Background: an optimization exercise with open tools, aiming at small area and a short achievable clock period. Do not read the settings as production practice. At most, simulation tests tie the RTL to the original design; equivalence was not proved. Power is estimated from default activity; no workload was simulated.

## indigo
==> flow/design.v <==
`timescale 1ns / 1ps
module FIFO(clk, rst, wr_en, rd_en, buf_in, buf_out, buf_empty, buf_full, fifo_counter);
input clk, rst, wr_en, rd_en;
input [7:0] buf_in;
output [7:0] buf_out;
output buf_empty, buf_full;
output [6:0] fifo_counter;
reg [7:0] buf_out;
reg buf_full;
reg not_empty;             
wire buf_empty = ~not_empty;
reg [6:0] fifo_counter;
reg [7:0] mem [0:63];
reg [7:0] sel_lo, sel_hi;
wire do_wr = wr_en & ~buf_full;
wire do_rd = rd_en & not_empty;
wire inc = do_wr & ~do_rd;
wire dec = do_rd & ~do_wr;
integer i;
always @(posedge clk) begin
    if (do_wr) begin
        mem[0] <= buf_in;
        for (i = 1; i < 64; i = i + 1)
            mem[i] <= mem[i-1];
    end
end
wire [7:0] lo0, hi0;
fifo_dec3 u_dlo (.a(fifo_counter[2:0]), .y(lo0));
fifo_dec3 u_dhi (.a(fifo_counter[5:3]), .y(hi0));
wire [7:0] lo_up = {lo0[6:0], lo0[7]};
wire [7:0] lo_dn = {lo0[0], lo0[7:1]};
wire [7:0] hi_up = lo0[7] ? {hi0[6:0], hi0[7]} : hi0;
wire [7:0] hi_dn = lo0[0] ? {hi0[0], hi0[7:1]} : hi0;
always @(posedge clk) begin
    sel_lo <= inc ? lo_up : dec ? lo_dn : lo0;
    sel_hi <= inc ? hi_up : dec ? hi_dn : hi0;
end
wire [7:0] grp [0:7];
genvar g;
generate
    for (g = 0; g < 8; g = g + 1) begin : gm
        fifo_mux8 u_m (.sel(sel_lo),
            .d0(mem[(g*8+0+63)%64]), .d1(mem[(g*8+1+63)%64]), .d2(mem[(g*8+2+63)%64]), .d3(mem[(g*8+3+63)%64]),
            .d4(mem[(g*8+4+63)%64]), .d5(mem[(g*8+5+63)%64]), .d6(mem[(g*8+6+63)%64]), .d7(mem[(g*8+7+63)%64]),
            .y(grp[g]));
    end
endgenerate
wire [7:0] out_next;
fifo_mux9 u_mt (.sel(sel_hi & {8{do_rd}}), .hold(~do_rd),
    .d0(grp[0]), .d1(grp[1]), .d2(grp[2]), .d3(grp[3]),
    .d4(grp[4]), .d5(grp[5]), .d6(grp[6]), .d7(grp[7]), .d8(buf_out),
    .y(out_next));
always @(posedge clk or posedge rst) begin
    if (rst)
        buf_out <= 8'd0;
    else
        buf_out <= out_next;
end
wire [6:0] cnt_up, cnt_dn;
wire full_up, ne_dn;
fifo_step u_step (.cnt(fifo_counter), .up(cnt_up), .dn(cnt_dn), .full_up(full_up), .ne_dn(ne_dn));
always @(posedge clk or posedge rst) begin
    if (rst) begin
        fifo_counter <= 7'd0;
        not_empty <= 1'b0;
        buf_full <= 1'b0;
    end else begin
        if (inc) begin
            fifo_counter <= cnt_up;
            not_empty <= 1'b1;
            buf_full <= full_up;
        end else if (dec) begin
            fifo_counter <= cnt_dn;
            not_empty <= ne_dn;
            buf_full <= 1'b0;
        end
    end
end
endmodule
module fifo_dec3(a, y);
input [2:0] a;
output [7:0] y;
assign y = 8'd1 << a;
endmodule
module fifo_mux8(sel, d0, d1, d2, d3, d4, d5, d6, d7, y);
input [7:0] sel;
input [7:0] d0, d1, d2, d3, d4, d5, d6, d7;
output [7:0] y;
assign y = ({8{sel[0]}} & d0) | ({8{sel[1]}} & d1) | ({8{sel[2]}} & d2) | ({8{sel[3]}} & d3)
         | ({8{sel[4]}} & d4) | ({8{sel[5]}} & d5) | ({8{sel[6]}} & d6) | ({8{sel[7]}} & d7);
endmodule
module fifo_mux9(sel, hold, d0, d1, d2, d3, d4, d5, d6, d7, d8, y);
input [7:0] sel;
input hold;
input [7:0] d0, d1, d2, d3, d4, d5, d6, d7, d8;
output [7:0] y;
assign y = ({8{sel[0]}} & d0) | ({8{sel[1]}} & d1) | ({8{sel[2]}} & d2) | ({8{sel[3]}} & d3)
         | ({8{sel[4]}} & d4) | ({8{sel[5]}} & d5) | ({8{sel[6]}} & d6) | ({8{sel[7]}} & d7)
         | ({8{hold}} & d8);
endmodule
module fifo_step(cnt, up, dn, full_up, ne_dn);
input [6:0] cnt;
output [6:0] up, dn;
output full_up, ne_dn;
assign up = cnt + 7'd1;
assign dn = cnt - 7'd1;
assign full_up = (cnt == 7'd63);
assign ne_dn = (cnt != 7'd1);
endmodule
==> flow/config.mk <==
export PLATFORM = sky130hd
export DESIGN_NAME = FIFO
export DESIGN_NICKNAME = FIFO
export VERILOG_FILES = /design/flow/design.v
export SDC_FILE = /design/flow/constraint.sdc
export NUM_CORES = 4
export LEC_CHECK = 0
export CAP_MARGIN = 20
export CORE_MARGIN = 2
export CORE_UTILIZATION = 60
export CTS_BUF_LIST = sky130_fd_sc_hd__clkbuf_16
export CTS_CLUSTER_DIAMETER = 100
export CTS_CLUSTER_SIZE = 30
export SETUP_SLACK_MARGIN = 2.85
export SLEW_MARGIN = 20
export SYNTH_HIERARCHICAL = 1
export SYNTH_MINIMUM_KEEP_SIZE = 0
==> flow/constraint.sdc <==
create_clock -name core_clock -period 5.0 [get_ports {clk}]
set_input_delay 1.0000 -clock core_clock [delete_from_list [all_inputs] [get_ports {clk}]]
set_output_delay 1.0000 -clock core_clock [all_outputs]
set_load 0.01 [all_outputs]
run.sh (not shown) runs the stock make flow with config.mk's settings and CLKGATE_MAP_FILE= SYNTH_SCRIPT=/design/flow/synth_recipe.tcl, a recipe that flattens the netlist after the stock synthesis.
The inputs of cedar differ from those of indigo as listed below.
- CORE_UTILIZATION changed from 60 to 65
==> comparison <==
indigo and cedar ended up with roughly the same total design power. In the flow results for indigo and cedar, the sequential power share is smaller on indigo. The run showing the greater area of the core region is indigo. Going from indigo to cedar, worst hold slack saw an increase; final-report max-slew violation count saw little to no change.
No run of this note included a check of the RTL's function; only the layout flow was run.

---

FIFO, a different RTL version from the one above (not shown whole).
For scale: roughly 550 flip-flops.
==> flow/config.mk <==
export PLATFORM = sky130hd
export DESIGN_NAME = FIFO
export DESIGN_NICKNAME = FIFO
export VERILOG_FILES = /design/flow/design.v
export SDC_FILE = /design/flow/constraint.sdc
export NUM_CORES = 4
export LEC_CHECK = 0
export CAP_MARGIN = 20
export CORE_MARGIN = 2
export CORE_UTILIZATION = 72
export CTS_BUF_LIST = sky130_fd_sc_hd__clkbuf_16
export CTS_CLUSTER_DIAMETER = 100
export CTS_CLUSTER_SIZE = 30
export SETUP_SLACK_MARGIN = 2.85
export SLEW_MARGIN = 20
export SYNTH_HIERARCHICAL = 1
export SYNTH_MINIMUM_KEEP_SIZE = 0
==> flow/constraint.sdc <==
create_clock -name core_clock -period 5.0 [get_ports {clk}]
set_input_delay 1.0000 -clock core_clock [delete_from_list [all_inputs] [get_ports {clk}]]
set_output_delay 1.0000 -clock core_clock [all_outputs]
set_load 0.01 [all_outputs]
The first run passed the timing, DRC and antenna checks.
Then changed:
--- a/flow/config.mk
+++ b/flow/config.mk
@@ -8,9 +8,9 @@
 export CAP_MARGIN = 20
 export CORE_MARGIN = 2
-export CORE_UTILIZATION = 72
+export CORE_UTILIZATION = 55
 export CTS_BUF_LIST = sky130_fd_sc_hd__clkbuf_16
 export CTS_CLUSTER_DIAMETER = 100
 export CTS_CLUSTER_SIZE = 30
-export SETUP_SLACK_MARGIN = 2.85
+export SETUP_SLACK_MARGIN = 2.9
 export SLEW_MARGIN = 20
 export SYNTH_HIERARCHICAL = 1
After rerunning: Setup slack improves by 7.8 ps. Core utilization decreases by 18 points. Sequential power is about the same. Final area increases by 0.99%. Synthesized area stays the same. Wire length increases by 7.2%. Power increases by 1.1%. Die area increases by 30%. Clock skew barely changes. Sequential cell count does not change. Sequential share of layout area decreases by 0.73 points.
Then changed:
--- a/flow/config.mk
+++ b/flow/config.mk
@@ -6,4 +6,5 @@
 export NUM_CORES = 4
 export LEC_CHECK = 0
+export ABC_AREA = 1
 export CAP_MARGIN = 20
 export CORE_MARGIN = 2
Result:
- power came out lower by 35%
- non-clock buffer count came out lower by 13
- routed wire length came out higher by 6.5%

==> afterwards: timing with drivers on the ports <==
In the flow no input, the clock included, has a driving cell. The finished layouts below were timed again as built, in two steps. Step 1 (the two cells are an assumption about what drives the block):
set clk [get_ports {clk}]
set_driving_cell -lib_cell sky130_fd_sc_hd__clkbuf_16 $clk
set_driving_cell -lib_cell sky130_fd_sc_hd__buf_2 [delete_from_list [all_inputs] $clk]
Step 2 also shifts input and output timing later by t, the mid clock arrival at the registers, as if the neighbouring blocks saw the same clock. Three values: no drivers, after step 1, after step 2; two values: the first two.
| run | shift t [ns] | slack for setup (ns) | worst setup path after step 2 | slew at the worst register clock pin (ns) | worst data-port slew with drivers (ns) |
|---|---|---|---|---|---|
| indigo | 0.605 | 2.804 / 2.753 / 2.269 | input to register | 0.12 / 0.12 | 0.06 |
| cedar | 0.607 | 2.831 / 2.778 / 2.286 | input to register | 0.12 / 0.12 | 0.04 |
| the first run of note 2 | 0.598 | 2.771 / 2.777 / 2.179 | input to register | 0.11 / 0.11 | 0.05 |
| the second run of note 2 | 0.611 | 2.779 / 2.726 / 2.191 | input to register | 0.12 / 0.12 | 0.07 |
| the third run of note 2 | 0.611 | 2.791 / 2.736 / 2.357 | input to register | 0.12 / 0.12 | 0.06 |
After both steps setup and hold are still met in every run listed. For the first run of note 2, which loses most, drivers alone change the setup slack by +0.006 ns; drivers and shift together by -0.592 ns.
